This is an optimization exercise on Yosys and OpenROAD, whose aim is small area, a short achievable clock period and few clock cycles, not a production implementation.
At most, simulation tests tie the RTL to the original design; equivalence was not proved.
Power figures rest on the tool's default switching activity, not on a simulated workload.

// RNN
module RNN(clk,reset,busy,ready,i_en,idata,mdata_w,mce,mdata_r,maddr,msel);
Size: about 2900 flip-flops, roughly 0.076 mm2 of cells after synthesis.
Settings: LEC_CHECK=0, ABC_CLOCK_PERIOD_IN_PS=2400, CAP_MARGIN=20, CORE_MARGIN=2, CORE_UTILIZATION=60, CTS_BUF_LIST=sky130_fd_sc_hd__clkbuf_8 sky130_fd_sc_hd__clkbuf_16, CTS_CLUSTER_DIAMETER=50, CTS_CLUSTER_SIZE=30, PLACE_DENSITY=0.75, SETUP_SLACK_MARGIN=2.6, SLEW_MARGIN=20; clock period 5.0 ns.
standard.sh (not shown) runs the stock make flow with config.mk's settings and CLKGATE_MAP_FILE= SYNTH_SCRIPT=/design/flow/synth_recipe.tcl, a recipe that flattens the netlist after the stock synthesis.
==> flow/flow/run.sh <==
#!/bin/bash
# The standard layout, except that the input and output ports are
# buffered with plain buffers (buf_4) rather than the delay-cell buffers
# buffer_ports picks by default.  make's full output goes to standard_flow.log;
# each ORFS step keeps its own log under orfs/logs.
set -euo pipefail
bash standard.sh "BUFFER_PORTS_ARGS=-buffer_cell sky130_fd_sc_hd__buf_4" finish > standard_flow.log 2>&1
The first run produced a clean layout.
Testbench counts at the start, summed over its fixed seeds: cycles 425,040.
Then changed:
- SETUP_SLACK_MARGIN: 2.6 -> 2.85
Result: Register-to-register slack gets better by 95 ps. Utilization rises by 1.5 points. Synthesized cell count does not change. Setup slack gets worse by 22 ps. Power rose by 1.5%. Worst hold slack degrades by 4.4 ps. Non-clock buffer count grows by 85. Global-route usage rises by 0.38 points. Fmax shrinks by 0.92%.
Then changed:
- ABC_AREA: unset -> 1
- ABC_CLOCK_PERIOD_IN_PS: 2400 -> unset
- SETUP_SLACK_MARGIN: 2.85 -> 2.7
Result: The new run completed with no timing, DRC or antenna violations; worst setup slack gets worse by 50 ps; cell count is higher by 3.9%; non-clock buffer count is lower by 37; sequential share of layout area is higher by 0.37 points; synthesized area is lower by 0.71%; fmax is lower by 2.0%; clock skew is lower by 21 ps; total power is higher by 1.4%; register-to-register slack gets worse by 170 ps.

========
## main
RNN, a different RTL version from the one above (not shown whole).
For scale: roughly 5,200 cells after synthesis, about 98 I/O pins.
Settings: LEC_CHECK=0, CAP_MARGIN=20, CORE_MARGIN=2, CORE_UTILIZATION=40, SLEW_MARGIN=20; clock period 5.0 ns.
run.sh (not shown) runs the stock make flow with config.mk's settings and CLKGATE_MAP_FILE= SYNTH_SCRIPT=/design/flow/synth_recipe.tcl, a recipe that flattens the netlist after the stock synthesis.
Stock flow here: none of the scripts above is used.
Inputs modified between main and the feature branch:
- an added SETUP_SLACK_MARGIN of 3.0
- an added ABC_CLOCK_PERIOD_IN_PS of 2000
In summary, the feature branch completed successfully, with a layout that passed the timing, DRC and antenna checks. Going from main to the feature branch, final RePlAce weighted congestion increased by 1.6% relative to the old numbers; time the worst path needs with I/O delays and setup went down by 530 ps; number of clock buffers in the layout down 13. Summary: with main as the reference, sum of routed wire length over all layers in the feature branch moved up by a little under 10%. Taking main as the reference, in the feature branch maximum fanout along the worst path went down by 14, fraction of area in registers decreased 3.6 points, met2 track utilization from global routing up 1.5 points. The feature branch reports a higher total of plain and repair buffers excluding clock buffers than main does. Summary of the feature branch over main: utilization increased by 2.9 points relative to the old numbers; worst path setup slack after routing increased by 530 ps relative to the old numbers.
Function was not checked in any run of this note: the RTL went through the layout flow alone.

========
RNN, a different RTL version from the one above (not shown whole).
For scale: about 5,500 cells after synthesis, ~2,900 flip-flops, ~98 I/O pins, roughly 77,000 µm² of cells after synthesis.
==> flow/config.mk <==
export PLATFORM = sky130hd
export DESIGN_NAME = RNN
export DESIGN_NICKNAME = RNN
export VERILOG_FILES = /design/flow/design.v
export SDC_FILE = /design/flow/constraint.sdc
export NUM_CORES = 4
export LEC_CHECK = 0
export ABC_CLOCK_PERIOD_IN_PS = 2400
export CAP_MARGIN = 20
export CORE_MARGIN = 2
export CORE_UTILIZATION = 40
export CTS_BUF_LIST = sky130_fd_sc_hd__clkbuf_8 sky130_fd_sc_hd__clkbuf_16
export CTS_CLUSTER_DIAMETER = 50
export CTS_CLUSTER_SIZE = 30
export SETUP_SLACK_MARGIN = 2.6
export SLEW_MARGIN = 20
==> flow/constraint.sdc <==
create_clock -name core_clock -period 5.0 [get_ports {clk}]
set_input_delay 1.0000 -clock core_clock [delete_from_list [all_inputs] [get_ports {clk}]]
set_output_delay 1.0000 -clock core_clock [all_outputs]
set_load 0.01 [all_outputs]
standard.sh (not shown) runs the stock make flow with config.mk's settings and CLKGATE_MAP_FILE= SYNTH_SCRIPT=/design/flow/synth_recipe.tcl, a recipe that flattens the netlist after the stock synthesis.
Scripts as last shown in full above: flow/flow/run.sh
The baseline ran to the end with no violations.
==> next run, changes <==
==> flow/run.sh (new file) <==
#!/bin/bash
# synth_recipe.tcl (not shown) runs the flow's synth.tcl, then flattens the netlist and writes it again
# the make line also repeats each setting of config.mk as NAME=value (left out here)
make -C /OpenROAD-flow-scripts/flow DESIGN_CONFIG=/design/flow/config.mk WORK_HOME=/design/flow/orfs CLKGATE_MAP_FILE= SYNTH_SCRIPT=/design/flow/synth_recipe.tcl finish
Settings changed: CORE_UTILIZATION 40 to 60, PLACE_DENSITY set to 0.75.
removed: flow/flow/run.sh
removed: flow/standard.sh
Effect:
- total power falls by 2.6%
- die area decreases by about 33%
- global-route usage is higher by 7.2 points
- core utilization grows by 22 points
- synthesized area does not change
- final cell count shrinks by 11%
- final area fell by about 2%
- critical path depth decreases by 2
- hold slack improved by 0.0090 ns
- maximum frequency increases by 2.3%
==> next run, changes <==
Settings changed: CORE_UTILIZATION 60 to 40, PLACE_DENSITY 0.75 to not set.
After rerunning:
- count of clock-buffer cells in the layout is higher by 25
- sequential power hardly moves
- critical path depth is higher by 1
- area after synthesis is unchanged
- first-iteration DRC count went down by roughly a tenth
- worst hold slack gets worse by 0.024 ns
- cell area is higher by a few percent
- register-to-register slack loses 0.03 ns
- final cell count goes up by roughly a tenth
No functional check of the RTL was part of any run of this note.

========
Another version of the RTL of RNN (not shown whole).
Size: about 5200 cells after synthesis, about 2800 flip-flops.
clock: 5.0 ns
lec_check: 0
abc_clock_period_in_ps: 2400
cap_margin: 20
core_margin: 2
core_utilization: 40
cts_buf_list: sky130_fd_sc_hd__clkbuf_8 sky130_fd_sc_hd__clkbuf_16
cts_cluster_diameter: 60
cts_cluster_size: 40
setup_slack_margin: 2.6
slew_margin: 20
run.sh (not shown) runs the stock make flow with config.mk's settings and CLKGATE_MAP_FILE= SYNTH_SCRIPT=/design/flow/synth_recipe.tcl, a recipe that flattens the netlist after the stock synthesis.
Stock flow here: none of the scripts above is used.
The first run went through all stages and came out clean.
Testbench counts at the start, summed over its fixed seeds: cycles 424,831.
Then changed:
- CTS_BUF_LIST: sky130_fd_sc_hd__clkbuf_8 sky130_fd_sc_hd__clkbuf_16 -> default
- CTS_CLUSTER_DIAMETER: 60 -> default
- CTS_CLUSTER_SIZE: 40 -> default
What happened:
- The new run produced a clean layout
- total power is higher by 16%
- core utilization is higher by 2.2 points
- worst setup slack got worse by 0.0089 ns
- global-route usage is higher by 0.25 points
- synthesized cell count does not change
- wire length is higher by 3.9%
- non-clock buffer count is higher by 5
- combinational power is higher by about 2%
- first-iteration DRC count is lower by 14%
- die area stays the same
Then changed:
- CTS_BUF_LIST: default -> sky130_fd_sc_hd__clkbuf_8 sky130_fd_sc_hd__clkbuf_16
- CTS_CLUSTER_DIAMETER: default -> 50
- CTS_CLUSTER_SIZE: default -> 30
Effect: Total power drops by 11%; final area drops by 3.1%; routed wire length drops by 2.5%; first-iteration DRC count climbs by 6.3%; worst hold slack is better by 0.034 ns; via count drops by 1.8%; worst setup slack is worse by 0.057 ns; final cell count drops by 1.8%; synthesized cell count is unchanged; core utilization drops by 1.6 points; global-route usage drops by 0.13 points.

========
09-28:
Another version of the RTL of RNN (not shown whole).
For scale: roughly 5,100 cells after synthesis, ~2,900 flip-flops, ~98 I/O pins, ~75,000 µm² of cells after synthesis.
clock: 5.0 ns
lec_check: 0
abc_clock_period_in_ps: 2000
cap_margin: 20
core_margin: 2
core_utilization: 60
cts_buf_list: sky130_fd_sc_hd__clkbuf_8 sky130_fd_sc_hd__clkbuf_16
cts_cluster_diameter: 50
cts_cluster_size: 30
place_density: 0.75
setup_slack_margin: 3.0
slew_margin: 20
09-28 finished every stage and its layout cleared the timing, DRC and antenna checks.
Setup changes, 09-28 to 09-22
# 09-28
export LEC_CHECK = 0
export ABC_CLOCK_PERIOD_IN_PS = 2000
export CAP_MARGIN = 20
export CORE_MARGIN = 2
export CORE_UTILIZATION = 60
export CTS_BUF_LIST = sky130_fd_sc_hd__clkbuf_8 sky130_fd_sc_hd__clkbuf_16
export CTS_CLUSTER_DIAMETER = 50
export CTS_CLUSTER_SIZE = 30
export PLACE_DENSITY = 0.75
export SETUP_SLACK_MARGIN = 3.0
export SLEW_MARGIN = 20
create_clock -name core_clock -period 5.0 [get_ports {clk}]
# 09-22
export LEC_CHECK = 0
export ABC_CLOCK_PERIOD_IN_PS = 2400
export CAP_MARGIN = 20
export CORE_MARGIN = 2
export CORE_UTILIZATION = 60
export CTS_BUF_LIST = sky130_fd_sc_hd__clkbuf_8 sky130_fd_sc_hd__clkbuf_16
export CTS_CLUSTER_DIAMETER = 50
export CTS_CLUSTER_SIZE = 30
export PLACE_DENSITY = 0.75
export SETUP_SLACK_MARGIN = 2.6
export SLEW_MARGIN = 20
create_clock -name core_clock -period 5.0 [get_ports {clk}]
--- outcome ---
- Summary of 09-22 over 09-28: count of non-CTS inverters in the layout saw a decrease; final design utilization saw a decrease.
- Diff 09-28 -> 09-22 | area of all placed cells without fillers | down by a few percent
No functional check of the RTL was part of any run of this note.

========
Setup of wip/maple:
RNN, a different RTL version from the one above (not shown whole).
For scale: ~2900 flip-flops, ~98 I/O pins, ~0.076 mm² of cells after synthesis.
==> flow/design.v (excerpt) <==
module RNN(clk,reset,busy,ready,i_en,idata,mdata_w,mce,mdata_r,maddr,msel);
export LEC_CHECK = 0
export ABC_CLOCK_PERIOD_IN_PS = 2300
export CAP_MARGIN = 20
export CORE_MARGIN = 2
export CORE_UTILIZATION = 60
export CTS_BUF_LIST = sky130_fd_sc_hd__clkbuf_16
export CTS_CLUSTER_DIAMETER = 100
export CTS_CLUSTER_SIZE = 30
export PLACE_DENSITY = 0.75
export SETUP_SLACK_MARGIN = 2.8
export SLEW_MARGIN = 20
create_clock -name core_clock -period 5.0 [get_ports {clk}]
standard.sh (not shown) runs the stock make flow with config.mk's settings and CLKGATE_MAP_FILE= SYNTH_SCRIPT=/design/flow/synth_recipe.tcl, a recipe that flattens the netlist after the stock synthesis.
==> flow/flow/run.sh <==
#!/bin/bash
# The standard layout, except that the input and output ports are
# buffered with plain buffers (buf_2) rather than the delay-cell buffers
# buffer_ports picks by default.  make's full output goes to standard_flow.log;
# each ORFS step keeps its own log under orfs/logs.
set -euo pipefail
bash standard.sh "BUFFER_PORTS_ARGS=-buffer_cell sky130_fd_sc_hd__buf_2" finish > standard_flow.log 2>&1
wip/maple finished all stages; the layout is clean.
Testbench counts of wip/maple, summed over its fixed seeds: cycles 425,028.
## Diff of input files: wip/harbor against wip/maple
==> flow/flow/run.sh <==
#!/bin/bash
# The standard layout, except that the input and output ports are
# buffered with plain buffers (buf_4) rather than the delay-cell buffers
# buffer_ports picks by default.  make's full output goes to standard_flow.log;
# each ORFS step keeps its own log under orfs/logs.
set -euo pipefail
bash standard.sh "BUFFER_PORTS_ARGS=-buffer_cell sky130_fd_sc_hd__buf_4" finish > standard_flow.log 2>&1
-- flow/config.mk --
<<< wip/maple, line 8
export ABC_CLOCK_PERIOD_IN_PS = 2300
>>> wip/harbor, line 8
export ABC_CLOCK_PERIOD_IN_PS = 2400
<<< wip/maple, line 16
export SETUP_SLACK_MARGIN = 2.8
>>> wip/harbor, line 16
export SETUP_SLACK_MARGIN = 2.7
Results
Summary of wip/harbor over wip/maple: sum of met3 wire segment lengths after detailed routing has increased; wire length on met1 now sits lower; number of iterations in the first detailed-routing pass decreased by 2 relative to the old numbers. wip/harbor reports a lower peak supply drop than wip/maple does. On worst reg-to-reg setup slack: wip/harbor sits below wip/maple. Per the comparison of wip/harbor with wip/maple, count of inserted tapcells shows no meaningful change; pin slew with the least headroom to its limit climbed 0.014 ns; number of sinks driven by the clock tree now sits at about the same level; time the final worst path needs with I/O delays and setup now sits higher. Against wip/maple, worst setup slack in wip/harbor came out worse.
The following lists how wip/garnet was set up differently from wip/harbor:
-- flow/config.mk --
<<< wip/harbor, line 8
export ABC_CLOCK_PERIOD_IN_PS = 2400
>>> wip/garnet, line 8
export ABC_CLOCK_PERIOD_IN_PS = 2300
<<< wip/harbor, line 16
export SETUP_SLACK_MARGIN = 2.7
>>> wip/garnet, line 16
export SETUP_SLACK_MARGIN = 2.8
## What came out
Compared with wip/harbor, wip/garnet shows a higher initial antenna violation count.
When wip/garnet is set beside wip/harbor, its static leakage power turns out to be 0.33% larger.
Comparing wip/harbor and wip/garnet, total half-perimeter wirelength after legalization and detailed placement is lower on wip/garnet.
Taking wip/harbor as the reference, in wip/garnet final non-filler cell area went up by 0.41%; flip-flop and latch power about even.
Final cell count: wip/harbor vs wip/garnet, no meaningful difference
NOTE: growth of design area from synthesis to finish in wip/garnet exceeds that of wip/harbor
Number of gates resized after CTS: wip/harbor and wip/garnet compared, higher one is wip/garnet

re-timing with driven ports:
In the flow no input, the clock included, has a driving cell. The finished layouts below were timed again as built, in two steps. Step 1 (the two cells are an assumption about what drives the block):
set clk [get_ports {clk}]
set_driving_cell -lib_cell sky130_fd_sc_hd__clkbuf_16 $clk
set_driving_cell -lib_cell sky130_fd_sc_hd__buf_2 [delete_from_list [all_inputs] $clk]
Step 2, shift: input delay + t, output delay - t, t = (earliest + latest rising clock arrival at the registers) / 2. This alone moves slack from input paths to output paths. Three values: ideal ports, drivers, drivers and shift; two values: the first two.
run	shift t [ns]	setup slack, ns	latest minus earliest clock arrival (ns)
the first run of note 1	0.867	2.645 / 2.574 / 2.025	0.052 / 0.053
the second run of note 1	0.867	2.623 / 2.550 / 1.999	0.087 / 0.087
the third run of note 1	0.878	2.573 / 2.508 / 1.949	0.054 / 0.054
main	0.938	0.803 / 0.803 / 0.803	0.064 / 0.064
the feature branch	0.952	1.330 / 1.330 / 1.330	0.052 / 0.052
the first run of note 3	0.913	2.572 / 2.572 / 1.989	0.052 / 0.052
the second run of note 3	0.873	2.626 / 2.586 / 1.775	0.048 / 0.047
the third run of note 3	0.890	2.596 / 2.594 / 1.704	0.072 / 0.072
the first run of note 4	0.865	2.036 / 2.036 / 1.283	0.066 / 0.066
the second run of note 4	0.934	2.027 / 2.027 / 1.268	0.075 / 0.074
the third run of note 4	0.869	1.970 / 1.970 / 1.249	0.063 / 0.063
09-28	0.889	1.683 / 1.736 / 0.847	0.076 / 0.076
09-22	0.867	1.657 / 1.696 / 0.840	0.045 / 0.045
wip/maple	0.832	2.716 / 2.645 / 1.978	0.064 / 0.065
wip/harbor	0.812	2.684 / 2.611 / 2.097	0.059 / 0.060
wip/garnet	0.818	2.697 / 2.623 / 2.106	0.049 / 0.048
After both steps setup and hold are still met in every run listed. For the third run of note 3, which loses most, drivers alone change the setup slack by -0.002 ns; drivers and shift together by -0.892 ns.
